This is an optimization exercise on Yosys and OpenROAD, whose aim is small area and a short achievable clock period, not a production implementation.
At most, simulation tests tie the RTL to the original design; equivalence was not proved.

==> inputs of 09-19 <==
==> flow/design.v (excerpt) <==
module mas_mul_radix_top (
  input               clk,
  input               rstn,
  input        [31:0] in1,
  input        [31:0] in2,
  output logic [63:0] res
);
==> module mas_radix_encoder, before the edit <==
module mas_radix_encoder (
  input  [31:0] in1,
  input  [2:0]  in2,
  output        flag,
  output [32:0] res
);
wire one_n, two_n, neg_n;
mas_radix_xnor d1 (.a(in2[0]), .b(in2[1]), .y(one_n));
mas_radix_two  d2 (.b2(in2[2]), .b1(in2[1]), .one_n(one_n), .y(two_n));
mas_radix_neg  d3 (.b(in2), .y(flag));
mas_radix_inv  d4 (.a(flag), .y(neg_n));
wire [33:0] un;
assign un[0]  = neg_n;
assign un[33] = neg_n;
genvar j;
generate
  for (j = 0; j < 32; j = j + 1) begin : g_x
    mas_radix_xnor x (.a(in1[j]), .b(flag), .y(un[j+1]));
  end
  for (j = 0; j < 33; j = j + 1) begin : g_s
    mas_radix_sel s (.one_n(one_n), .u1_n(un[j+1]), .two_n(two_n), .u2_n(un[j]), .y(res[j]));
  end
endgenerate
endmodule
==> module mas_radix_two, before the edit <==
module mas_radix_two (input b2, b1, one_n, output y);
assign y = ~(one_n & (b2 ^ b1));
endmodule
==> module mas_radix_neg, before the edit <==
module mas_radix_neg (input [2:0] b, output y);
assign y = b[2] & ~(b[1] & b[0]);
endmodule
clock: 13.5 ns
lec_check: 0
cap_margin: 60
core_margin: 2
core_utilization: 70
setup_slack_margin: 4.5
slew_margin: 85
synth_hierarchical: 1
synth_minimum_keep_size: 0
standard.sh (not shown) runs the stock make flow with config.mk's settings and CLKGATE_MAP_FILE= SYNTH_SCRIPT=/design/flow/synth_recipe.tcl, a recipe that flattens the netlist after the stock synthesis.
==> flow/flow/run.sh <==
#!/bin/bash
# Own layout flow: the standard synthesis and layout, with the port
# buffers made from plain buffers (buffer_ports -buffer_cell) instead of the
# cell buffer_ports picks by itself.  Each tool's output goes to a log here.
set -euo pipefail
bash standard.sh synth > synth.log 2>&1
bash standard.sh "BUFFER_PORTS_ARGS=-buffer_cell sky130_fd_sc_hd__buf_2" finish > layout.log 2>&1
==> inputs of 05-04, as changes to 09-19 <==
--- a/flow/design.v
+++ b/flow/design.v
@@ -5,16 +5,15 @@
   output [32:0] res
 );
-wire one_n, two_n, neg_n;
-mas_radix_xnor d1 (.a(in2[0]), .b(in2[1]), .y(one_n));
-mas_radix_two  d2 (.b2(in2[2]), .b1(in2[1]), .one_n(one_n), .y(two_n));
-mas_radix_neg  d3 (.b(in2), .y(flag));
-mas_radix_inv  d4 (.a(flag), .y(neg_n));
+wire one_n = ~(in2[0] ^ in2[1]);
+wire two_n = ~((in2[2] & ~in2[1] & ~in2[0]) | (~in2[2] & in2[1] & in2[0]));
+assign flag = in2[2] & ~(in2[1] & in2[0]);
 wire [33:0] un;
-assign un[0]  = neg_n;
-assign un[33] = neg_n;
+wire s_n = ~in2[2];
+assign un[0]  = s_n;
+assign un[33] = s_n;
 genvar j;
 generate
   for (j = 0; j < 32; j = j + 1) begin : g_x
-    mas_radix_xnor x (.a(in1[j]), .b(flag), .y(un[j+1]));
+    mas_radix_xnor x (.a(in1[j]), .b(in2[2]), .y(un[j+1]));
   end
   for (j = 0; j < 33; j = j + 1) begin : g_s
@@ -23,10 +22,4 @@
 endgenerate
 endmodule
-module mas_radix_two (input b2, b1, one_n, output y);
-assign y = ~(one_n & (b2 ^ b1));
-endmodule
-module mas_radix_neg (input [2:0] b, output y);
-assign y = b[2] & ~(b[1] & b[0]);
-endmodule
 module mas_radix_xnor (input a, b, output y);
 assign y = ~(a ^ b);
==> flow/flow/run.sh (replaced) <==
#!/bin/bash
# Own layout flow: the standard synthesis, then the standard layout
# with port buffers made from plain buffers (buffer_ports -buffer_cell) and
# a larger setup margin for ORFS's timing repair.  Each tool's output goes
# to a log file here.
set -euo pipefail
bash standard.sh synth > synth.log 2>&1
bash standard.sh "BUFFER_PORTS_ARGS=-buffer_cell sky130_fd_sc_hd__buf_2" SETUP_SLACK_MARGIN=5.5  finish > layout.log 2>&1
- CAP_MARGIN: 60 -> 50
- CORE_UTILIZATION: 70 -> 60
- SETUP_SLACK_MARGIN: 4.5 -> default
- SLEW_MARGIN: 85 -> 75
==> inputs of 05-24, as changes to 09-19 <==
--- a/flow/design.v
+++ b/flow/design.v
@@ -5,16 +5,15 @@
   output [32:0] res
 );
-wire one_n, two_n, neg_n;
-mas_radix_xnor d1 (.a(in2[0]), .b(in2[1]), .y(one_n));
-mas_radix_two  d2 (.b2(in2[2]), .b1(in2[1]), .one_n(one_n), .y(two_n));
-mas_radix_neg  d3 (.b(in2), .y(flag));
-mas_radix_inv  d4 (.a(flag), .y(neg_n));
+wire one_n = ~(in2[0] ^ in2[1]);
+wire two_n = ~((in2[2] & ~in2[1] & ~in2[0]) | (~in2[2] & in2[1] & in2[0]));
+assign flag = in2[2] & ~(in2[1] & in2[0]);
 wire [33:0] un;
-assign un[0]  = neg_n;
-assign un[33] = neg_n;
+wire s_n = ~in2[2];
+assign un[0]  = s_n;
+assign un[33] = s_n;
 genvar j;
 generate
   for (j = 0; j < 32; j = j + 1) begin : g_x
-    mas_radix_xnor x (.a(in1[j]), .b(flag), .y(un[j+1]));
+    mas_radix_xnor x (.a(in1[j]), .b(in2[2]), .y(un[j+1]));
   end
   for (j = 0; j < 33; j = j + 1) begin : g_s
@@ -23,10 +22,4 @@
 endgenerate
 endmodule
-module mas_radix_two (input b2, b1, one_n, output y);
-assign y = ~(one_n & (b2 ^ b1));
-endmodule
-module mas_radix_neg (input [2:0] b, output y);
-assign y = b[2] & ~(b[1] & b[0]);
-endmodule
 module mas_radix_xnor (input a, b, output y);
 assign y = ~(a ^ b);
- CAP_MARGIN: 60 -> 50
- CORE_UTILIZATION: 70 -> 60
- SETUP_SLACK_MARGIN: 4.5 -> default
- SLEW_MARGIN: 85 -> 75
==> summary of the runs <==
Between 05-24 and 05-04, the lower utilization is in 05-24 (gap 7.9 points).
Of 05-24 and 05-04, 05-04 has the higher design area (gap 10%, measured against 05-04).
In die area, 05-04 and 05-24 do not differ.
In 05-24 the maximum frequency is lower than in 05-04, by about 10%.
Of 05-04 and 05-24, 05-24 has the higher sequential share of layout area (gap 0.61 points).
Of 09-19 and 05-24, 05-24 has the higher synthesized cell count (gap 1.4%, measured against 05-24).
09-19 stopped in detailed placement. 05-04 went through all stages and came out clean. 05-24 ran to the end with no violations.
Of 09-19 and 05-24, 05-24 has the higher area after synthesis (gap 0.33%, measured against 05-24).
Routed wire length: 05-04 is larger than 05-24 (about 11%).
==> figures <==
item                                                                                    09-19       05-04       05-24
Outcome                                                                stopped before the end  no timing/DRC/antenna violations  no timing/DRC/antenna violations
Stage where the flow stopped                                               detailed placement           -           -
Post-synthesis cell type count                                                             16          17          17
Area post-placement                                                                         -   26700 µm²   26600 µm²
Stages on the worst setup path                                                              -          21          22
Die W                                                                                  189 µm      204 µm      204 µm
Parity-gate share of the synthesized area counting xor and xnor cells                   0.222       0.210       0.210
Number of antenna diodes                                                                    -           0           1
First element of the critical path                                                          -     in2[17]     in2[23]
Post-DP HPWL                                                                                -    73300 µm    72300 µm
Final hold violations                                                                       -           0           0
First-pass GRT wire length                                                                  -   144000 µm   137000 µm
Average wire per cell in the routed design                                                  -     33.0 µm     30.9 µm
Total DRC errors in the routed layout                                                       -           0           0
Detailed Routing Iterations Pass 1                                                          -           7           8
Number of clock buffer instances in the layout                                              -          10           9
Vias post-DR                                                                                -       22.8k       21.0k
Data required time of the worst path                                                        -    13.75 ns    13.77 ns
For 09-19, only the layout was checked, not whether the RTL still works.

separate check: timing with driven ports:
Ports are ideal in the flow. The routed layouts listed here were re-timed in OpenROAD. Step 1, drivers: a clkbuf_16 drives clk and a buf_2 each remaining input, both assumed. Step 2, shift: input delay + t, output delay - t, t = (earliest + latest rising clock arrival at the registers) / 2. This alone moves slack from input paths to output paths. Three values: ideal ports, drivers, drivers and shift; two values: the first two.
| run | t, ns | setup WS [ns] | hold slack, ns | latest minus earliest clock arrival (ns) | cell pins on the clock port's net |
|---|---|---|---|---|---|
| 05-04 | 0.396 | 5.418 / 5.427 / 5.031 | 2.254 / 2.231 / 2.626 | 0.016 / 0.015 | 1 |
| 05-24 | 0.400 | 4.567 / 4.595 / 4.194 | 2.263 / 2.235 / 2.635 | 0.016 / 0.015 | 1 |
After both steps every run listed still meets setup and hold. The setup slack of 05-04, which loses most, moves by +0.009 ns with the drivers and by -0.387 ns with both steps.
